This design comes from an exercise in tuning for small area and a short achievable clock period on the open sky130 flow, not from production work. Function was checked by simulation only, so behaviour that the tests miss may differ from the original. Power is estimated from default activity; no workload was simulated.

==> flow/design.v (outline; a module is shown in full before it is edited, if it fits) <==
// module add_fa: 6 lines
// module add_ha: 6 lines
// module add_han: 7 lines
// module mult_core_fast: 3256 lines
module mult_core_fast (
    input                iclk        ,
    input                irst        ,
    input        [71:0]  idata       ,
    input        [71:0]  idata_kernel,
    input                icalc_en    ,
    output logic [7:0]   odata       ,
    output logic         odata_valid
);
  // ...
==> flow/run.sh <==
#!/bin/bash
# synth_recipe.tcl (not shown) runs the flow's synth.tcl, then flattens the netlist and writes it again
# the make line also repeats each setting of config.mk as NAME=value (left out here)
make -C /OpenROAD-flow-scripts/flow DESIGN_CONFIG=/design/flow/config.mk WORK_HOME=/design/flow/orfs CLKGATE_MAP_FILE= SYNTH_SCRIPT=/design/flow/synth_recipe.tcl finish
==> flow/config.mk <==
export PLATFORM = sky130hd
export DESIGN_NAME = mult_core_fast
export DESIGN_NICKNAME = mult_core_fast
export VERILOG_FILES = /design/flow/design.v
export SDC_FILE = /design/flow/constraint.sdc
export NUM_CORES = 4
export LEC_CHECK = 0
export CAP_MARGIN = 20
export CORE_MARGIN = 2
export CORE_UTILIZATION = 40
export SLEW_MARGIN = 20
export SYNTH_HIERARCHICAL = 1
==> flow/constraint.sdc <==
create_clock -name core_clock -period 8.5 [get_ports {iclk}]
set_input_delay 1.7000 -clock core_clock [delete_from_list [all_inputs] [get_ports {iclk}]]
set_output_delay 1.7000 -clock core_clock [all_outputs]
set_load 0.01 [all_outputs]
==> results.cfg, run 1 <==
[detailed_routing]
highest_layer = met4
via_per_inst = 5.00
antenna_left = 0
wl_met2_um = 28100
drt_pass1_iterations = 5

[layout]
fillers = 5822
final_common_cell = and2_1
seq_cells = 312
antenna_cells = 0
buffer_area_share_pct = 5.30

[min_path]
hp-start = valid_pipe[1]
hold_path_end = valid_pipe[2]

[worst_setup_path]
crit_chain = ha_1 -> o21ai_0 -> a22oi_1 -> a31oi_2 -> nor2_1 -> a311oi_1 -> xnor2_1 -> clkdlybuf4s50_1
cp-startpoint = rs_1825
crit_family = compound AO/OA/AOI/OAI gates
slowest_stage = a311oi_1
r2r_start = rin_99

[timing]
hold_viol = 0
setup_viol = 0
rsz0062_at_grt = false
finalHoldWorstSlack_ns = 0.435

[clock_tree]
clock_sinks = 312
clockBufferDepth = 3
cts_root_buf = clkbuf_16
numCtsBuffers = 39

[synth]
synth_nets = 3060
synth-seq-area-share_pct = 24.7
synth-compound-area-share_pct = 8.78
synthCells = 2255
synth_cell_types = 53
yosys_warnings = 7

[grt]
grt_overflow_total = 0
top_usage_layer = met2
met2_usage_pct = 32.0
grt_pass1_vias = 19000

[power_and_ir_drop]
power_density_nw_per_um2 = 331
power.internal_mw = 5.77
seq_cell_power_mw = 2.29
p_clk_mw = 1.79

[outcome]
outcome = no timing/DRC/antenna violations

[die]
core_sq_um = 62900
==> run 2, diff against run 1 <==
--- a/flow/config.mk
+++ b/flow/config.mk
@@ -8,5 +8,5 @@
 export CAP_MARGIN = 20
 export CORE_MARGIN = 2
-export CORE_UTILIZATION = 40
+export CORE_UTILIZATION = 65
 export SLEW_MARGIN = 20
 export SYNTH_HIERARCHICAL = 1
==> run 2 against run 1 <==
Final cell count decreased by 9.9%. Largest cell class unchanged. Combinational power decreased by 1%. Highest routed layer unchanged. Critical endpoint unchanged. Critical path type unchanged. Sequential cell count is the same.
==> results.cfg, run 2 <==
[timing]
setup_viol = 0
relSlewSlack_pct = 54.8
hold_viol = 0
skew_ns = 0.0171
rsz0062_at_grt = false
worst_pin_slew_ns = 0.669
fmax_mhz = 207
finalHoldWorstSlack_ns = 0.440
min_period_ns = 4.83
timing.final.ws_setup_ns = 3.67
fin_crit_sh_pct = 56.8
tns_ns = 0
slew_viol_final = 0

[layout]
antenna_cells = 0
drive_gt1_share_pct = 3.03
syn2layout_area_growth_pct = 13.6
postLayoutCoreUtil_pct = 74.5
layout.nets = 3250
stdcell_count = 2992
top_register = valid_pipe
largest_reg_flops = 3
stdcell_area_sq_um = 28700
fillers = 2805
final_common_cell = and2_1
layout_common_cells = 572 x and2_1, 384 x fa_1, 312 x dfxtp_1

[power_and_ir_drop]
power_density_nw_per_um2 = 329
p_leak_nw = 13.1
seq_power_share_pct = 24.4
power.internal_mw = 5.58
peakVddDrop_mv = 0.358
power_mw = 9.44
p_clk_share_pct = 17.0
switching_share_pct = 40.9
p_comb_share_pct = 58.7
switchingPower_mw = 3.86

[detailed_routing]
vias = 16700
antenna_left = 0
drt-initial-drc-count = 704
routed_wirelength_um = 51800
drcViolationCount = 0
via_per_inst = 5.59
wl_per_cell_um = 17.3
drt_pass1_iterations = 5

[clock_tree]
cts_root_buf = clkbuf_16
cts_tree = done
post_cts_buffers = 0
numCtsBuffers = 38
clk_latency_ns = 0.56
clock_sinks = 312
hold_buffers = 0
path_clk_slew_ns = 0.06
h-tree-depth = 2
clockBufferDepth = 3
cts.repair.resized = 0

[die]
io_pins = 156
die_x_um = 201
placementRows = 72
start_util_pct = 65.6
fp.dieH_um = 201
die_area_sq_um = 40500
core_sq_um = 38600

[synth]
synth_nets = 3060
synth_enable_flop_cells = 0
yosysTopAreaCellShare_pct = 30.4
yosys.area.top_type = fa_1
yosys_warnings = 7
synth-seq-area-share_pct = 24.7
ys_seq_elements = 312
synth_cell_types = 53
synthCells = 2255
ys_async_sr_fraction_pct = 0
synthFlopType = dfxtp_1
avgSynthCellArea_sq_um = 11.2
synthTopCellsByArea = fa_1 30%, dfxtp_1 25%, and2_1 14%, ha_1 14%, xnor2_1 2.6%
ys_top_cells_by_count = 572 x and2_1, 384 x fa_1, 312 x dfxtp_1
yosysMostFrequentCell = and2_1
syn_area_sq_um = 25300

[grt]
met2_usage_pct = 47.5
track_usage_pct = 27.3
grt_pass1_wl_um = 89800
met3_usage_pct = 3.47
top_usage_layer = met2
grt_max_degree = 14
grt_pass1_vias = 18700
grt_overflow_total = 0
grt_antenna_before_repair = 0
use_met1_pct = 35.5

[worst_setup_path]
crit_chain = ha_1 -> o21ai_0 -> a22oi_1 -> a31oi_2 -> nor2_1 -> a311oi_1 -> xnor2_1 -> clkdlybuf4s50_1
path_class = register to output pin
crit_fanout = 4
crit_arrival_ns = 3.13
startpoint_type = register
slowest_stage = clkdlybuf4s50_1
max_stage_delay_ns = 0.56
required_ns = 6.80
setup.worst_path.end_class = output pin

[min_path]
worstHoldPathType = register to register

[outcome]
outcome = no timing/DRC/antenna violations

[placement]
preCtsSetupSlack_ns = 4.27
routabilityCongestion = 0.886
placed_area_sq_um = 27500
dp.final_hpwl_um = 42400
portBuffers = 155
dp.cells = 2923

[job]
maxCapViolations = 0
[run 2: cell counts after synthesis]
Identical to the previous run, type by type.
[run 2: worst paths after layout]
kind | start | endpoint | slack [ns] | cells after the start
worst min register to register | valid_pipe[1] | valid_pipe[2] | 0.44 | 1
worst max register to register | rin_111 | rp_1614 | 4.45 | 10
worst min-delay path | valid_pipe[1] | valid_pipe[2] | 0.44 | 1
worst max-delay path | rs_1825 | odata[6] | 3.67 | 8
[run 2: critical path: cells and delay by family (launching register included)]
family	cells	cell delay, ns
buf+inv	1	0.56
xor+xnor	1	0.17
simple gates	1	0.11
flops	1	0.30
compound gates	4	1.17
fa+ha+maj	1	0.27
[run 2: power by group through the flow]
| stage | sequential (mW) | combinational (mW) | clock, mW |
|---|---|---|---|
| 2_1_floorplan | 2.16 | 4.05 | 0 |
| 4_1_cts | 2.31 | 5.58 | 1.64 |
| 5_1_grt | 2.34 | 6.30 | 1.70 |
| 6_report | 2.30 | 5.54 | 1.60 |
| 3_5_place_dp | 2.34 | 5.53 | 0 |
| 3_3_place_gp | 2.33 | 5.36 | 0 |
[run 2: cell families (layout without fill, tap and decap cells)]
family,count (synthesis),count (layout),share of synthesized area [%]
AND/OR/NAND/NOR,793,793,18.5
buffers and inverters,45,264,0.668
XOR/XNOR,98,98,3.39
multiplexers,1,1,0.0396
AO/OA/AOI/OAI,348,348,8.78
flip-flops,312,312,24.7
adder cells (fa/ha/maj),658,658,43.9
[run 2: layout make-up]
| class | count | area [sq um] | area share [%] |
|---|---|---|---|
| repair buffers | 155 | 1550 | 5.40 |
| inverters | 40 | 150 | 0.523 |
| multi-input cells | 1898 | 18900 | 65.7 |
| clock buffers | 50 | 1100 | 3.83 |
| clock inverters | 19 | 153 | 0.531 |
| flip-flops and latches | 312 | 6250 | 21.7 |
| well taps | 518 | 648 | 2.26 |
[run 2: modules after synthesis (local to each module, per instance)]
module | cell area [sq um] | flops+latches | cells
mult_core_fast | 16800 | 312 | 1804
add_fa | 20.0 | 0 | 1
add_ha | 12.5 | 0 | 1
[run 2: metal layers]
metal	up-vias	wire, um
met4	0	1550
met1	8356	22600
met5	-	0
met2	282	26000
li1	7998	-
met3	81	1730

separate check: timing with driven ports:
In the flow no input, the clock included, has a driving cell. The finished layouts below were timed again as built, in two steps. Step 1 (the two cells are an assumption about what drives the block):
set clk [get_ports {iclk}]
set_driving_cell -lib_cell sky130_fd_sc_hd__clkbuf_16 $clk
set_driving_cell -lib_cell sky130_fd_sc_hd__buf_2 [delete_from_list [all_inputs] $clk]
Step 2 moves the port delays by t, midway between the first and last clock arrival at a register: inputs arrive t later, outputs are due t later. That takes back most of the time a late clock gives input paths. Three values: no drivers, after step 1, after step 2; two values: the first two.
| run | t (ns) | setup WS [ns] | hold slack, ns | worst register clock-pin slew, ns | worst data-port slew with drivers (ns) |
|---|---|---|---|---|---|
| run 1 | 0.620 | 3.460 / 3.397 / 4.017 | 0.435 / 0.435 / 0.435 | 0.06 / 0.06 | 0.08 |
| run 2 | 0.611 | 3.675 / 3.617 / 4.228 | 0.440 / 0.440 / 0.440 | 0.06 / 0.06 | 0.05 |
After both steps setup and hold are still met in every run listed.
